Context: an optimization exercise on an open-source flow, tuned for small area. The choices shown serve that exercise and are no tape-out recipe.
The RTL was checked by simulation tests, not by an equivalence proof against the original design.
Power and IR drop assume default switching activity.

==> flow/design.v <==
`default_nettype none
module Project10_Pong_Top
  (input  i_Clk,
   input  i_Rst,
   input  i_Switch_1,
   input  i_Switch_2,
   input  i_Switch_3,
   input  i_Switch_4,
   output o_VGA_HSync,
   output o_VGA_VSync,
   output o_VGA_Red_0,
   output o_VGA_Red_1,
   output o_VGA_Red_2,
   output o_VGA_Grn_0,
   output o_VGA_Grn_1,
   output o_VGA_Grn_2,
   output o_VGA_Blu_0,
   output o_VGA_Blu_1,
   output o_VGA_Blu_2);
  reg r_Rst_D;
  always @(posedge i_Clk) r_Rst_D <= i_Rst;
  reg [9:0] r_Col, r_Row;
  always @(posedge i_Clk)
    if (i_Rst || r_Rst_D) begin
      r_Col <= 0;
      r_Row <= 0;
    end else if (r_Col == 799) begin
      r_Col <= 0;
      r_Row <= (r_Row == 524) ? 10'd0 : r_Row + 1'b1;
    end else
      r_Col <= r_Col + 1'b1;
  wire [5:0] w_Col_Div = r_Col[9:4];
  wire [5:0] w_Row_Div = r_Row[9:4];
  assign o_VGA_HSync = ~r_Rst_D & ~(r_Col >= 661 && r_Col <= 752);
  assign o_VGA_VSync = ~r_Rst_D &
    ~((r_Col >= 3 && (r_Row == 490 || r_Row == 491)) ||
      (r_Col <  3 && (r_Row == 491 || r_Row == 492)));
  wire [3:0] w_Sw_In = {i_Switch_4, i_Switch_3, i_Switch_2, i_Switch_1};
  reg  [3:0] r_Sw;
  reg  [8:0] r_Db_Count [0:3];
  genvar gi;
  generate for (gi = 0; gi < 4; gi = gi + 1) begin : g_db
    always @(posedge i_Clk)
      if (i_Rst) begin
        r_Sw[gi] <= 1'b0;
        r_Db_Count[gi] <= 0;
      end else if (w_Sw_In[gi] != r_Sw[gi] && r_Db_Count[gi] != 500)
        r_Db_Count[gi] <= r_Db_Count[gi] + 1'b1;
      else if (r_Db_Count[gi] == 500) begin
        r_Sw[gi] <= w_Sw_In[gi];
        r_Db_Count[gi] <= 0;
      end else
        r_Db_Count[gi] <= 0;
  end endgenerate
  reg [11:0] r_P1_Count, r_P2_Count;
  reg [4:0]  r_P1_Y, r_P2_Y;
  wire w_P1_At = (r_P1_Count == 2500);
  wire w_P2_At = (r_P2_Count == 2500);
  always @(posedge i_Clk)
    if (i_Rst) begin
      r_P1_Count <= 0;
      r_P1_Y <= 0;
    end else begin
      if (r_Sw[0] ^ r_Sw[1])
        r_P1_Count <= w_P1_At ? 12'd0 : r_P1_Count + 1'b1;
      if (r_Sw[0] && w_P1_At && r_P1_Y != 0)
        r_P1_Y <= r_P1_Y - 1'b1;
      else if (r_Sw[1] && w_P1_At && r_P1_Y != 23)
        r_P1_Y <= r_P1_Y + 1'b1;
    end
  always @(posedge i_Clk)
    if (i_Rst) begin
      r_P2_Count <= 0;
      r_P2_Y <= 0;
    end else begin
      if (r_Sw[2] ^ r_Sw[3])
        r_P2_Count <= w_P2_At ? 12'd0 : r_P2_Count + 1'b1;
      if (r_Sw[2] && w_P2_At && r_P2_Y != 0)
        r_P2_Y <= r_P2_Y - 1'b1;
      else if (r_Sw[3] && w_P2_At && r_P2_Y != 23)
        r_P2_Y <= r_P2_Y + 1'b1;
    end
  localparam IDLE = 3'd0, RUNNING = 3'd1, P1_WINS = 3'd2, P2_WINS = 3'd3, CLEANUP = 3'd4;
  reg [2:0] r_SM;
  reg [3:0] r_P1_Score, r_P2_Score;
  wire w_Active = (r_SM == RUNNING);
  reg [11:0] r_Ball_Count;
  reg [5:0]  r_Ball_X;
  reg [4:0]  r_Ball_Y;
  reg        r_Ball_R;    
  reg        r_Ball_D;    
  wire w_Ball_At = (r_Ball_Count == 2500);
  always @(posedge i_Clk)
    if (i_Rst)
      r_Ball_Count <= 0;
    else if (w_Active)
      r_Ball_Count <= w_Ball_At ? 12'd0 : r_Ball_Count + 1'b1;
  always @(posedge i_Clk)
    if (!w_Active) begin
      r_Ball_X <= 20;
      r_Ball_Y <= 15;
      r_Ball_R <= 1'b0;
      r_Ball_D <= 1'b1;
    end else if (w_Ball_At) begin
      if (r_Ball_R ? (r_Ball_X == 39) : (r_Ball_X != 0)) begin
        r_Ball_X <= r_Ball_X - 1'b1;
        r_Ball_R <= 1'b0;
      end else begin
        r_Ball_X <= r_Ball_X + 1'b1;
        r_Ball_R <= 1'b1;
      end
      if (r_Ball_D ? (r_Ball_Y == 29) : (r_Ball_Y != 0)) begin
        r_Ball_Y <= r_Ball_Y - 1'b1;
        r_Ball_D <= 1'b0;
      end else begin
        r_Ball_Y <= r_Ball_Y + 1'b1;
        r_Ball_D <= 1'b1;
      end
    end
  wire [5:0] w_B1 = {1'b0, r_Ball_Y} - {1'b0, r_P1_Y};
  wire [5:0] w_B2 = {1'b0, r_Ball_Y} - {1'b0, r_P2_Y};
  wire w_Miss1 = (r_Ball_X == 0)  && !(w_B1 < 7);
  wire w_Miss2 = (r_Ball_X == 39) && !(w_B2 < 7);
  always @(posedge i_Clk)
    if (i_Rst) begin
      r_SM <= IDLE;
      r_P1_Score <= 0;
      r_P2_Score <= 0;
    end else
      case (r_SM)
        IDLE: r_SM <= RUNNING;
        RUNNING:
          if (w_Miss1) r_SM <= P2_WINS;
          else if (w_Miss2) r_SM <= P1_WINS;
        P1_WINS:
          if (r_P1_Score == 8) r_P1_Score <= 0;
          else begin
            r_P1_Score <= r_P1_Score + 1'b1;
            r_SM <= CLEANUP;
          end
        P2_WINS:
          if (r_P2_Score == 8) r_P2_Score <= 0;
          else begin
            r_P2_Score <= r_P2_Score + 1'b1;
            r_SM <= CLEANUP;
          end
        default: r_SM <= IDLE;
      endcase
  wire [5:0] w_D1 = w_Row_Div - {1'b0, r_P1_Y};
  wire [5:0] w_D2 = w_Row_Div - {1'b0, r_P2_Y};
  wire w_Draw =
    (w_Col_Div == r_Ball_X && w_Row_Div == {1'b0, r_Ball_Y}) ||
    (w_Col_Div == 0  && w_D1 < 7) ||
    (w_Col_Div == 39 && w_D2 < 7);
  reg [2:0] r_Video;
  always @(posedge i_Clk)
    if (i_Rst)
      r_Video <= 3'b000;
    else
      r_Video <= {r_Video[1:0], w_Draw};
  assign o_VGA_Red_0 = r_Video[2];
  assign o_VGA_Red_1 = r_Video[2];
  assign o_VGA_Red_2 = r_Video[2];
  assign o_VGA_Grn_0 = r_Video[2];
  assign o_VGA_Grn_1 = r_Video[2];
  assign o_VGA_Grn_2 = r_Video[2];
  assign o_VGA_Blu_0 = r_Video[2];
  assign o_VGA_Blu_1 = r_Video[2];
  assign o_VGA_Blu_2 = r_Video[2];
endmodule
==> flow/run.sh <==
#!/bin/bash
# synth_recipe.tcl (not shown) runs the flow's synth.tcl, then flattens the netlist and writes it again
# the make line also repeats each setting of config.mk as NAME=value (left out here)
make -C /OpenROAD-flow-scripts/flow DESIGN_CONFIG=/design/flow/config.mk WORK_HOME=/design/flow/orfs CLKGATE_MAP_FILE= SYNTH_SCRIPT=/design/flow/synth_recipe.tcl finish
==> flow/config.mk <==
export PLATFORM = sky130hd
export DESIGN_NAME = Project10_Pong_Top
export DESIGN_NICKNAME = Project10_Pong_Top
export VERILOG_FILES = /design/flow/design.v
export SDC_FILE = /design/flow/constraint.sdc
export NUM_CORES = 4
export LEC_CHECK = 0
export CAP_MARGIN = 20
export CORE_MARGIN = 2
export CORE_UTILIZATION = 40
export SLEW_MARGIN = 20
==> flow/constraint.sdc <==
create_clock -name core_clock -period 10.0 [get_ports {i_Clk}]
set_input_delay 2.0000 -clock core_clock [delete_from_list [all_inputs] [get_ports {i_Clk}]]
set_output_delay 2.0000 -clock core_clock [all_outputs]
set_load 0.01 [all_outputs]
==> run notes <==
Finish
- 1,841 — layout filler cell count
- 0.0477 — share of final-layout standard cells stronger than drive strength 1
- 12.1% — area growth from synthesis to layout
- 0 — antenna diode count
- 4470 sq um — area occupied by multi-input gates
- 8410 sq um — area of all placed cells without fillers
- 0.453 — Final Util
- 1,135 — final cell count without fillers
- 2680 sq um — area occupied by registers
- 960 — fin nets

Timing
- false — RSZ-0062 raised after global routing
- 0 ns — total negative slack for setup checks
- 0.450 — final clock period utilization by the worst path
- 4.50 ns — time the final worst path needs with I/O delays and setup
- 0 — number of setup violations in the final report
- 0 — Final Max Tran Viols
- 0.222 GHz — Fmax achieved
- 0.0113 ns — final setup skew
- 0.896 ns — Worst Max-Slew Pin Slew
- 0.402 — Max transition margin
- 0 — Final Hold Vio Count

Worst setup path
- nor3_1 > nand4b_1 > a21oi_1 > o22ai_1 > a41oi_1 > clkdlybuf4s50_1 — critical-path cell list
- 2.50 ns — Worst EP arrival
- 1 — number of buffer and inverter instances along the worst setup path
- sky130_fd_sc_hd__clkdlybuf4s50_1 — cell with the biggest individual delay on the critical path
- 0.57 ns — biggest cell delay along the critical path
- simple AND/OR/NAND/NOR gates — cell type group with the largest total delay on the critical path
- 6 — worst-path maximum fanout
- flop to primary output — crit path kind
- primary output — endpoint class of the critical path
- flop — startpoint class of the critical path
- 8.00 ns — required arrival time at the worst endpoint

Die
- 141 microns — chip height
- 18,600 sq um — floorplan core area
- 19,900 sq um — area enclosed by the die boundary
- 50 — number of rows created at floorplan
- 17 — top-level I/O count
- 141 microns — overall die width
- 0.404 — initial standard-cell utilization of the core

Pwr
- 147 nW/um^2 — Pwr per Cell Area
- 0.112 mV — worst vdd ir
- 1.24 mW — total power draw
- 3.24 nW — leakage component of the power

Placement
- 16 — Port Buffer Count
- 1,103 — count of placed standard cells including taps
- 9.79 mm — sum of net half-perimeters after detailed placement
- 7790 sq um — dpl cell area
- 0.789 — final weighted congestion in routability-driven placement

Logic synthesis
- 0 — number of synthesized flops with an enable pin
- sky130_fd_sc_hd__dfxtp_1, sky130_fd_sc_hd__ha_1, sky130_fd_sc_hd__xor2_1, sky130_fd_sc_hd__nor2_1, sky130_fd_sc_hd__xnor2_1 — ranking of synthesized cells by area
- sky130_fd_sc_hd__nor2_1, sky130_fd_sc_hd__dfxtp_1, sky130_fd_sc_hd__xor2_1, sky130_fd_sc_hd__nand2_1, sky130_fd_sc_hd__ha_1 — Commonest cells post-synth
- 134 — Seq cells post-synth
- sky130_fd_sc_hd__nor2_1 — most instantiated library cell after synthesis
- simple AND/OR/NAND/NOR gates — combinational family with the most area after synthesis
- sky130_fd_sc_hd__dfxtp_1 — largest area contributor in the synthesized netlist
- 0.127 — Post-Synth XOR/XNOR Area
- 8.46 sq um — synthesized area per cell
- 7500 sq um — Netlist Area Pre-Place
- 0.0127 — fraction of synthesized area in multiplexers
- sky130_fd_sc_hd__dfxtp_1 — flip-flop cell with the highest count after synthesis
- 0 — share of flip-flops with an asynchronous set or reset
- 0.239 — simple-gate area share of the yosys netlist
- 0.0991 — compound-gate portion of the synthesized area
- 0.118 — adder-cell share of the synthesized area
- 0.358 — share of the synthesized area in the top cell type
- 0.358 — post-synthesis sequential area ratio
- 886 — Gate Count Post-Synth
- 958 — Post-Synthesis Net Count
- 2 — Yosys warning total
- 60 — post-synthesis cell type count

Route
- 12.5 microns — routed length per placed instance
- 0 — total DRC errors in the routed layout
- 5,747 — vias
- 4 — number of optimization iterations in the first detailed-route pass
- 0 — post-route ant nets
- 248 — Iter 0 DRT Violations
- 5.06 — average via count per standard cell
- 14.2 mm — drt total wl

Global routing
- 5,485 — via count of the first global-routing pass
- 0.150 — All-Layer GR Usage
- 0 — global route overflow
- 40 — pin count of the biggest net entering global routing
- 24.8 mm — first-pass GRT wire length
- 0 — initial antenna violation count

Clock network
- 0 — Post CTS Setup Buffer Count
- 4 — CTS H-Tree Depth
- 17 — TritonCTS buffer count
- 134 — clk sinks
- 0.43 ns — Skew-Pair Late Insertion Delay
- built — clock tree from TritonCTS
- 0 — hold-fix buffers at CTS
- 0 — cts repair resizes
- sky130_fd_sc_hd__clkbuf_16 — clock tree root driver cell
- 0.06 ns — clock-pin slew of the registers on the worst-case setup and hold paths
- 2 — Clock Tree Buf Depth

Min path
- flop to flop — class of the tightest hold or removal check

Outcome
- no timing/DRC/antenna violations — outcome

Run
- 0 — number of max-capacitance violations reported

==> final cells by class <==
cell class | instances | area share
clock buffers | 17 | 0.0506
clock inverters | 15 | 0.0228
inverters | 47 | 0.0210
multi-input cells | 670 | 0.532
flip-flops and latches | 134 | 0.319
well taps | 234 | 0.0348
repair buffers | 18 | 0.0202
==> stage by stage <==
| step | hold WS, ns | setup WS, ns |
|---|---|---|
| floorplan | 0.414 | 6.58 |
| global placement | 0.442 | 5.98 |
| detailed placement | 0.450 | 5.93 |
| CTS | 0.465 | 5.47 |
| global route | 0.479 | 5.35 |
| finish | 0.460 | 5.50 |
==> flip-flops by register name, summed over array words and instances (netlist names), 5 cells and up <==
name and count:
r_Db_Count 36, r_Ball_Count 12, r_P1_Count 12, r_P2_Count 12
r_Col 10, r_Row 10, r_Ball_X 6, r_Ball_Y 5
r_P1_Y 5, r_P2_Y 5
==> path summary, 6_finish.rpt <==
| kind | from | to | slack, ns | cells past startpoint |
|---|---|---|---|---|
| hold / removal | r_Video[0]$_SDFF_PP0_ | r_Video[1]$_SDFF_PP0_ | 0.46 | 1 |
| setup reg to reg | r_Ball_X[0]$_SDFFE_PP0N_ | r_Ball_X[5]$_SDFFE_PP0N_ | 7.09 | 10 |
| hold reg to reg | r_Video[0]$_SDFF_PP0_ | r_Video[1]$_SDFF_PP0_ | 0.46 | 1 |
| setup / recovery | r_Col[7]$_SDFF_PP0_ | o_VGA_VSync | 5.50 | 6 |
==> cells by family (layout without fill, tap and decap cells) <==
logic type / Yosys count / count (layout)
AOI/OAI and AO/OA: 115 / 115
xor gates and xnor gates: 109 / 109
adders and majority gates: 66 / 66
buffers and inverters: 82 / 97
DFF: 134 / 134
muxes: 9 / 9
and+or+nand+nor: 371 / 371
==> routing by layer <==
metal | part of all wire | global-route usage | routed length, microns | up-vias
li1 | - | - | - | 3038
met1 | 0.50 | 0.192 | 7150 | 2643
met2 | 0.46 | 0.249 | 6510 | 47
met3 | 0.024 | 0.0326 | 338 | 19
met4 | 0.013 | 0.0542 | 178 | 0
met5 | 0 | 0 | 0 | -
==> placed cells by master (no fill, tap or decap), types with 4 or more instances in the layout <==
master	instances
sky130_fd_sc_hd__xnor2_1	42
sky130_fd_sc_hd__a211oi_1	7
sky130_fd_sc_hd__nor2b_1	7
sky130_fd_sc_hd__dfxtp_1	134
sky130_fd_sc_hd__nor3b_1	4
sky130_fd_sc_hd__o211ai_1	9
sky130_fd_sc_hd__and4_1	5
sky130_fd_sc_hd__and3_1	18
sky130_fd_sc_hd__nor4_1	8
sky130_fd_sc_hd__clkdlybuf4s50_1	15
sky130_fd_sc_hd__nand4b_1	6
sky130_fd_sc_hd__clkbuf_16	17
sky130_fd_sc_hd__ha_1	58
sky130_fd_sc_hd__nor2_1	145
sky130_fd_sc_hd__a21oi_1	42
sky130_fd_sc_hd__or4_1	4
sky130_fd_sc_hd__nand4_1	21
sky130_fd_sc_hd__nand2b_1	4
sky130_fd_sc_hd__inv_1	47
sky130_fd_sc_hd__xor2_1	67
sky130_fd_sc_hd__a21o_1	12
sky130_fd_sc_hd__nor3_1	14
sky130_fd_sc_hd__o21ai_0	14
sky130_fd_sc_hd__and2_1	6
sky130_fd_sc_hd__mux2i_1	8
sky130_fd_sc_hd__inv_6	5
sky130_fd_sc_hd__or3_1	14
sky130_fd_sc_hd__nand3_1	37
sky130_fd_sc_hd__nand2_1	66
sky130_fd_sc_hd__fa_1	8
==> power by group <==
part / internal, mW / leakage, nW / switching (mW)
clock network: 0.398 / 0.297 / 0.258
logic: 0.0135 / 1.86 / 0.0218
registers: 0.539 / 1.08 / 0.00596
total: 0.950 / 3.24 / 0.286

afterwards: timing with drivers on the ports:
The results above use ideal ports. As a check the final layout listed here was re-extracted and re-timed, cells and wires unchanged.
Step 1 (the two cells are an assumption about what drives the block):
set clk [get_ports {i_Clk}]
set_driving_cell -lib_cell sky130_fd_sc_hd__clkbuf_16 $clk
set_driving_cell -lib_cell sky130_fd_sc_hd__buf_2 [delete_from_list [all_inputs] $clk]
Step 2 adds t to the input delays and takes it off the output delays; t is the mean of the earliest and latest rising clock arrival at the registers after step 1. Input paths then give back, and output paths get back, about the clock's delay inside the block.
a / b / c = no drivers / after step 1 / after step 2; a / b = the first two.
t (ns): 0.460
setup WS [ns]: 5.499 / 5.461 / 5.921
pins driven straight from the clock port: 1
After both steps setup and hold are still met in this run. For this run, drivers alone change the setup slack by -0.038 ns; drivers and shift together by +0.422 ns.
